From an optimization exercise on the open Yosys and OpenROAD flow, aimed at small area; shortcuts taken in it are not production practice. Power is estimated from default activity; no workload was simulated.

Design Clock, start of the top module:
module Clock #(
    parameter CLK_FREQ = 32_768
) (
    input wire clk,
    input wire rst_n,
    input wire BTNU,  
    input wire BTND,  
    input wire BTNC,  
    output wire CA,
    output wire CB,
    output wire CC,
    output wire CD,
    output wire CE,
    output wire CF,
    output wire CG,
    output wire DP,
    output wire [7:0] AN
);
wire blank;      
wire btnu_pressed, btnd_pressed, btnc_pressed;
debounce DU (.clk(clk), .rst_n(rst_n), .btn(BTNU), .pressed(btnu_pressed));
debounce DD (.clk(clk), .rst_n(rst_n), .btn(BTND), .pressed(btnd_pressed));
debounce DC (.clk(clk), .rst_n(rst_n), .btn(BTNC), .pressed(btnc_pressed));
reg [1:0] increment_mode;
always @(posedge clk) begin
    if (blank) begin
        increment_mode <= 2'd0;
    end else begin
        if (btnc_pressed)
            increment_mode <= increment_mode + 1'b1;
        if (increment_mode[1])
            increment_mode <= 2'd0;
    end
end
reg [5:0] second_counter;
reg [5:0] minute_counter;
reg [5:0] hour_counter;
wire tick;
always @(posedge clk) begin
    if (blank) begin
        second_counter <= 6'b0;
        minute_counter <= 6'b0;
        hour_counter <= 6'b0;
    end else begin
        if (btnu_pressed) begin
            case (increment_mode)
                2'd0: second_counter <= second_counter + 1'b1;
                2'd1: minute_counter <= minute_counter + 1'b1;
                2'd2: hour_counter <= hour_counter + 1'b1;
                default: ;
            endcase
        end else if (btnd_pressed) begin
            case (increment_mode)
                2'd0: second_counter <= second_counter - 1'b1;
                2'd1: minute_counter <= minute_counter - 1'b1;
                2'd2: hour_counter <= hour_counter - 1'b1;
                default: ;
            endcase
        end
        if (tick)
            second_counter <= second_counter + 1'b1;
        if (second_counter == 6'd59) begin
            second_counter <= 6'b0;
            minute_counter <= minute_counter + 1'b1;
        end
        if (minute_counter == 6'd59) begin
  ...
For scale: roughly 420 cells after synthesis, about 100 flip-flops, about 21 I/O pins, about 4100 um^2 of cells after synthesis.
export LEC_CHECK = 0
export CAP_MARGIN = 20
export CORE_MARGIN = 2
export CORE_UTILIZATION = 40
export CTS_CLUSTER_SIZE = 30
export SLEW_MARGIN = 20
create_clock -name core_clock -period 10.0 [get_ports {clk}]
run.sh (not shown) runs the stock make flow with config.mk's settings and CLKGATE_MAP_FILE= SYNTH_SCRIPT=/design/flow/synth_recipe.tcl, a recipe that flattens the netlist after the stock synthesis.
The baseline went through all stages and came out clean.
Rerun with:
CTS_CLUSTER_DIAMETER = 150   (was default)
CTS_CLUSTER_SIZE = 50   (was 30)
Result: Non-clock buffer count is unchanged. Worst setup slack does not change. Wire length does not change.
Function was not checked in any run of this note: the RTL went through the layout flow alone.

* * *

Setup of the baseline:
Clock, a different RTL version from the one above (not shown whole).
Size: about 450 cells after synthesis, roughly 110 flip-flops, ~4400 sq um of cells after synthesis.
clock: 10.0 ns
lec_check: 0
cap_margin: 20
core_margin: 2
core_utilization: 40
slew_margin: 20
The following lists how the candidate was set up differently from the baseline:
# the baseline
export LEC_CHECK = 0
export CAP_MARGIN = 20
export CORE_MARGIN = 2
export CORE_UTILIZATION = 40
export SLEW_MARGIN = 20
create_clock -name core_clock -period 10.0 [get_ports {clk}]
# the candidate
export LEC_CHECK = 0
export CAP_MARGIN = 20
export CORE_MARGIN = 2
export CORE_UTILIZATION = 40
export CTS_BUF_LIST = sky130_fd_sc_hd__clkbuf_8
export SLEW_MARGIN = 20
create_clock -name core_clock -period 10.0 [get_ports {clk}]
## What came out
- | post-CTS clock slew at the launch and capture registers of the worst setup and hold paths | the baseline vs the candidate | ≈ equal |
- There was hardly any difference in routed wirelength normalized by instance count between the baseline and the candidate.
- Status: overall power of the completed layout parity (the candidate, the baseline)
- The candidate against the baseline: minimum hold slack shows no meaningful change; tap cell instance count shows no meaningful change; minimum setup slack in the final design about even.
- | power spent charging and discharging nets | higher: the candidate |
- Headroom to the max-slew limit: lower on the candidate
- The candidate and the baseline ended up with roughly the same power drawn by the combinational cells.
- Comparing the candidate with the baseline, the via count came out essentially unchanged.
- Reported for the candidate and the baseline, sequential share of layout area turned out identical to the last digit.
Function was not checked in any run of this note: the RTL went through the layout flow alone.

-- what the ideal ports hide --
The flow's constraints put no driver on any port. The routed layouts listed below were extracted and timed again, unchanged, in two steps. Step 1: set_driving_cell puts a clkbuf_16 on clk and a buf_2 on each other input, an assumption about the parent block. Step 2 also shifts input and output timing later by t, the mid clock arrival at the registers, as if the neighbouring blocks saw the same clock. Slacks: no drivers / after step 1 / after step 2; pairs: no drivers / after step 1.
| run | shift t [ns] | slack for setup (ns) | worst setup path at the end | worst register clock-pin slew, ns |
|---|---|---|---|---|
| the first run of note 1 | 0.391 | 6.233 / 6.201 / 6.502 | input to register | 0.10 / 0.10 |
| the second run of note 1 | 0.391 | 6.233 / 6.201 / 6.502 | input to register | 0.10 / 0.10 |
| the baseline | 0.394 | 5.470 / 5.482 / 5.088 | input to register | 0.11 / 0.11 |
| the candidate | 0.398 | 5.468 / 5.479 / 5.081 | input to register | 0.11 / 0.11 |
After both steps every run listed still meets setup and hold. The setup slack of the candidate, which loses most, moves by +0.011 ns with the drivers and by -0.387 ns with both steps.
